From an optimization exercise on the open Yosys and OpenROAD flow, aimed at small area, a short achievable clock period and few clock cycles per item; shortcuts taken in it are not production practice. At most, simulation tests tie the RTL to the original design; equivalence was not proved.

==> 09-28: inputs <==
Design sigmoid_unit, start of the top module:
module sigmoid_unit (
    input  wire               clk,
    input  wire               rst,
    input  wire               in_valid,
    input  wire signed [15:0] net_in,
    output wire               out_valid,
    output wire signed [31:0] f_net,
    output wire signed [31:0] x,
    output wire signed [31:0] y,
    output wire signed [31:0] z
);
export LEC_CHECK = 0
export ABC_AREA = 1
export CAP_MARGIN = 20
export CORE_MARGIN = 2
export CORE_UTILIZATION = 40
export SLEW_MARGIN = 20
create_clock -name core_clock -period 62.0 [get_ports {clk}]
standard.sh (not shown) runs the stock make flow with config.mk's settings and CLKGATE_MAP_FILE= SYNTH_SCRIPT=/design/flow/synth_recipe.tcl, a recipe that flattens the netlist after the stock synthesis.
==> flow/flow/run.sh <==
#!/bin/bash
set -euo pipefail
export BUFFER_PORTS_ARGS="-buffer_cell sky130_fd_sc_hd__buf_1"
# one tie cell drives all constant outputs
export SKIP_REPAIR_TIE_FANOUT=1
# stronger flip-flops where one drives several output buffers
export POST_GLOBAL_PLACE_TCL=$PWD/flow/upsize_out_ff.tcl UPSIZE_FF4_MIN=4 UPSIZE_FF2_MIN=2
bash standard.sh > standard.log 2>&1
==> flow/flow/upsize_out_ff.tcl <==
# Give the flip-flops that drive several output-port buffers (the copies of
# the sign bits, and the z bits that also drive f_net) a stronger drive.
set block [ord::get_db_block]
set n_up 0
foreach inst [$block getInsts] {
  if {[[$inst getMaster] getName] ne "sky130_fd_sc_hd__dfxtp_1"} { continue }
  set q [$inst findITerm Q]
  set net [$q getNet]
  if {$net eq "NULL"} { continue }
  set nout 0
  foreach it [$net getITerms] {
    if {[string match "output*" [[$it getInst] getName]]} { incr nout }
  }
  if {$nout >= $::env(UPSIZE_FF4_MIN)} {
    replace_cell [$inst getName] sky130_fd_sc_hd__dfxtp_4
    incr n_up
  } elseif {$nout >= $::env(UPSIZE_FF2_MIN)} {
    replace_cell [$inst getName] sky130_fd_sc_hd__dfxtp_2
    incr n_up
  }
}
puts "upsize_out_ff: resized $n_up flip-flops"
==> inputs of 01-08, as changes to 09-28 <==
--- a/flow/design.v
+++ b/flow/design.v
@@ -403,17 +403,16 @@
 assign qh1[8] = qh1_p[9] ^ qh1_g3_8;
 assign qh1[9] = qh1_p[10] ^ qh1_g3_9;
 wire [9:0]  yv  = s1 ? (q0 ? {nv[8:0], 1'b0} : {~v, 1'b1}) : {v, ~q0};
 wire [9:0]  zv  = s1 ? (q0 ? qh1 : {1'b0, qh}) : zp;
 wire        yneg0 = s1 & (d1 >= 16'd1002);
 wire        yneg1 = s1 & (d1 != 16'd1001);
 wire        yneg2 = s1 & ((|d1[15:10]) | (d1[9:0] >= 10'd1002));
 wire        yneg3 = s1 & (d1[15:1] != 15'd500);
-wire        yneg4 = s1 & (d1 > 16'd1001);
 wire [15:0] nn;
 wire [16:0] nn_p, nn_g;
 assign nn_g[0] = 1'b0; assign nn_p[0] = 1'b0;
 assign nn_p[1] = (d1[0] ^ s1) ^ (s1); assign nn_g[1] = (d1[0] ^ s1) & (s1);
 assign nn_p[2] = (d1[1] ^ s1) ^ (1'b0); assign nn_g[2] = (d1[1] ^ s1) & (1'b0);
 assign nn_p[3] = (d1[2] ^ s1) ^ (1'b0); assign nn_g[3] = (d1[2] ^ s1) & (1'b0);
 assign nn_p[4] = (d1[3] ^ s1) ^ (1'b1); assign nn_g[4] = (d1[3] ^ s1) & (1'b1);
 assign nn_p[5] = (d1[4] ^ s1) ^ (~s1); assign nn_g[5] = (d1[4] ^ s1) & (~s1);
@@ -656,37 +655,36 @@
 assign xx[16] = xx_p[17] ^ xx_g15_16;
 assign xx[17] = xx_p[18] ^ xx_g16_17;
 assign xx[18] = xx_p[19] ^ xx_g17_18;
 assign xx[19] = xx_p[20] ^ xx_g18_19;
 assign xx[20] = xx_p[21] ^ xx_g19_20;
 assign xx[21] = xx_p[22] ^ xx_g20_21;
 reg        vo;
 reg [2:0] xs;
-reg [4:0] ys;
+reg [3:0] ys;
 reg [21:0] xr;
 reg [9:0]  yr;
 reg [9:0]  zr;
 always @(posedge clk) begin
     vo <= v1 & ~rst;
     xs[0] <= s1;
     xs[1] <= s1 & (d1 != 16'd1000);
     xs[2] <= nn[15];
     ys[0] <= yneg0;
     ys[1] <= yneg1;
     ys[2] <= yneg2;
     ys[3] <= yneg3;
-    ys[4] <= yneg4;
     xr <= xx;
     yr <= yv;
     zr <= zv;
 end
 assign out_valid = vo;
 assign x     = {xs[0], xs[0], xs[0], xs[1], xs[1], xs[2], xs[2], xr, 3'b000};
-assign y     = {ys[0], ys[0], ys[0], ys[0], ys[0], ys[1], ys[1], ys[1], ys[1], ys[2], ys[2], ys[2], ys[2], ys[2], ys[3], ys[3], ys[3], ys[3], ys[4], ys[4], ys[4], ys[4], yr};
+assign y     = {ys[0], ys[0], ys[0], ys[0], ys[0], ys[0], ys[1], ys[1], ys[1], ys[1], ys[1], ys[2], ys[2], ys[2], ys[2], ys[2], ys[2], ys[3], ys[3], ys[3], ys[3], ys[3], yr};
 assign z     = {21'd0, zr, yr[0]};
 assign f_net = {22'd0, zr};
 endmodule
 module pfxi_row_h3_r11_11_11 (
     input  wire [10:0] t,
     input  wire [10:0] d,
     input  wire        hz,
     output wire        ge,
==> inputs of 12-26, as changes to 09-28 <==
--- a/flow/design.v
+++ b/flow/design.v
@@ -403,17 +403,16 @@
 assign qh1[8] = qh1_p[9] ^ qh1_g3_8;
 assign qh1[9] = qh1_p[10] ^ qh1_g3_9;
 wire [9:0]  yv  = s1 ? (q0 ? {nv[8:0], 1'b0} : {~v, 1'b1}) : {v, ~q0};
 wire [9:0]  zv  = s1 ? (q0 ? qh1 : {1'b0, qh}) : zp;
 wire        yneg0 = s1 & (d1 >= 16'd1002);
 wire        yneg1 = s1 & (d1 != 16'd1001);
 wire        yneg2 = s1 & ((|d1[15:10]) | (d1[9:0] >= 10'd1002));
 wire        yneg3 = s1 & (d1[15:1] != 15'd500);
-wire        yneg4 = s1 & (d1 > 16'd1001);
 wire [15:0] nn;
 wire [16:0] nn_p, nn_g;
 assign nn_g[0] = 1'b0; assign nn_p[0] = 1'b0;
 assign nn_p[1] = (d1[0] ^ s1) ^ (s1); assign nn_g[1] = (d1[0] ^ s1) & (s1);
 assign nn_p[2] = (d1[1] ^ s1) ^ (1'b0); assign nn_g[2] = (d1[1] ^ s1) & (1'b0);
 assign nn_p[3] = (d1[2] ^ s1) ^ (1'b0); assign nn_g[3] = (d1[2] ^ s1) & (1'b0);
 assign nn_p[4] = (d1[3] ^ s1) ^ (1'b1); assign nn_g[4] = (d1[3] ^ s1) & (1'b1);
 assign nn_p[5] = (d1[4] ^ s1) ^ (~s1); assign nn_g[5] = (d1[4] ^ s1) & (~s1);
@@ -655,38 +654,36 @@
 assign xx[15] = xx_p[16] ^ xx_g14_15;
 assign xx[16] = xx_p[17] ^ xx_g15_16;
 assign xx[17] = xx_p[18] ^ xx_g16_17;
 assign xx[18] = xx_p[19] ^ xx_g17_18;
 assign xx[19] = xx_p[20] ^ xx_g18_19;
 assign xx[20] = xx_p[21] ^ xx_g19_20;
 assign xx[21] = xx_p[22] ^ xx_g20_21;
 reg        vo;
-reg [2:0] xs;
-reg [4:0] ys;
+reg [1:0] xs;
+reg [3:0] ys;
 reg [21:0] xr;
 reg [9:0]  yr;
 reg [9:0]  zr;
 always @(posedge clk) begin
     vo <= v1 & ~rst;
     xs[0] <= s1;
     xs[1] <= s1 & (d1 != 16'd1000);
-    xs[2] <= nn[15];
     ys[0] <= yneg0;
     ys[1] <= yneg1;
     ys[2] <= yneg2;
     ys[3] <= yneg3;
-    ys[4] <= yneg4;
     xr <= xx;
     yr <= yv;
     zr <= zv;
 end
 assign out_valid = vo;
-assign x     = {xs[0], xs[0], xs[0], xs[1], xs[1], xs[2], xs[2], xr, 3'b000};
-assign y     = {ys[0], ys[0], ys[0], ys[0], ys[0], ys[1], ys[1], ys[1], ys[1], ys[2], ys[2], ys[2], ys[2], ys[2], ys[3], ys[3], ys[3], ys[3], ys[4], ys[4], ys[4], ys[4], yr};
+assign x     = {xs[0], xs[0], xs[0], xs[0], xs[1], xs[1], xs[1], xr, 3'b000};
+assign y     = {ys[0], ys[0], ys[0], ys[0], ys[0], ys[0], ys[1], ys[1], ys[1], ys[1], ys[1], ys[2], ys[2], ys[2], ys[2], ys[2], ys[2], ys[3], ys[3], ys[3], ys[3], ys[3], yr};
 assign z     = {21'd0, zr, yr[0]};
 assign f_net = {22'd0, zr};
 endmodule
 module pfxi_row_h3_r11_11_11 (
     input  wire [10:0] t,
     input  wire [10:0] d,
     input  wire        hz,
     output wire        ge,
==> run notes <==
Endpoint of the most critical setup path: 09-28 y[27]; 12-26 y[27]; 01-08 y[26]
Routed WL: 09-28 21800 um; 12-26 21900 um; 01-08 21600 um
Post-synth design cell area: 09-28 11000 sq um; 12-26 10800 sq um; 01-08 10800 sq um
Per-cell routed wire length: 09-28 12.6 um; 12-26 12.8 um; 01-08 12.7 um
Clock slew at the register clock pins of the worst setup and hold paths: 09-28 0.08 ns; 12-26 0.08 ns; 01-08 0.07 ns
Status: 09-28 complete, no violations; 12-26 complete, no violations; 01-08 complete, no violations
Number of sequential storage elements: 09-28 104; 12-26 102; 01-08 103
Fraction of met2 tracks used by global routing: 09-28 30.1%; 12-26 31.3%; 01-08 29.6%
Total vias in the final route: 09-28 8307; 12-26 8344; 01-08 8206
Post-synthesis share of cell area spent on xor and xnor gates: 09-28 7.91%; 12-26 7.99%; 01-08 8.00%
Design Area, Final: 09-28 11400 sq um; 12-26 11300 sq um; 01-08 11300 sq um
Non-clock inverter total of the final layout: 09-28 195; 12-26 187; 01-08 197
Upper clock frequency limit: 09-28 75.4 MHz; 12-26 75.3 MHz; 01-08 75.4 MHz
Final critical path time including I/O delays and setup: 09-28 13.27 ns; 12-26 13.28 ns; 01-08 13.26 ns
Adder-cell share of the synthesized area: 09-28 30.3%; 12-26 30.6%; 01-08 30.7%
Via density per instance: 09-28 4.80; 12-26 4.87; 01-08 4.80
Sum of met2 wire segment lengths after detailed routing: 09-28 10900 um; 12-26 11100 um; 01-08 10400 um
Synthesized flop and latch total: 09-28 104; 12-26 102; 01-08 103
Reg-to-reg slack, setup: 09-28 49.47 ns; 12-26 49.29 ns; 01-08 49.20 ns
Initial standard-cell utilization of the core: 09-28 40.6%; 12-26 40.5%; 01-08 40.4%
Repair and plain buffers: 09-28 104; 12-26 105; 01-08 103
Testbench counts of 01-08, summed over its fixed seeds: cycles 16,024, items 16,000.
Testbench counts of 12-26, summed over its fixed seeds: cycles 16,024, items 16,000.
Function not checked in 09-28: the RTL went through the layout flow alone.

[re-timing with driven ports]
Ports are ideal in the flow. The routed layouts listed here were re-timed in OpenROAD. Step 1, drivers: a clkbuf_16 drives clk and a buf_2 each remaining input, both assumed. Step 2, shift: input delay + t, output delay - t, t = (earliest + latest rising clock arrival at the registers) / 2. This alone moves slack from input paths to output paths. Three values: ideal, step 1, step 2; two values: the first two.
| run | shift t [ns] | setup slack, ns | hold WS [ns] | latest minus earliest clock arrival (ns) | cell pins on the clock port's net |
|---|---|---|---|---|---|
| 09-28 | 0.392 | 48.731 / 48.689 / 48.553 | 0.381 / 0.381 / 0.381 | 0.020 / 0.020 | 1 |
| 01-08 | 0.400 | 48.738 / 48.691 / 48.607 | 0.383 / 0.383 / 0.383 | 0.014 / 0.013 | 1 |
| 12-26 | 0.399 | 48.721 / 48.678 / 48.587 | 0.385 / 0.385 / 0.385 | 0.015 / 0.015 | 1 |
After both steps every run listed still meets setup and hold. The setup slack of 09-28, which loses most, moves by -0.042 ns with the drivers and by -0.178 ns with both steps.
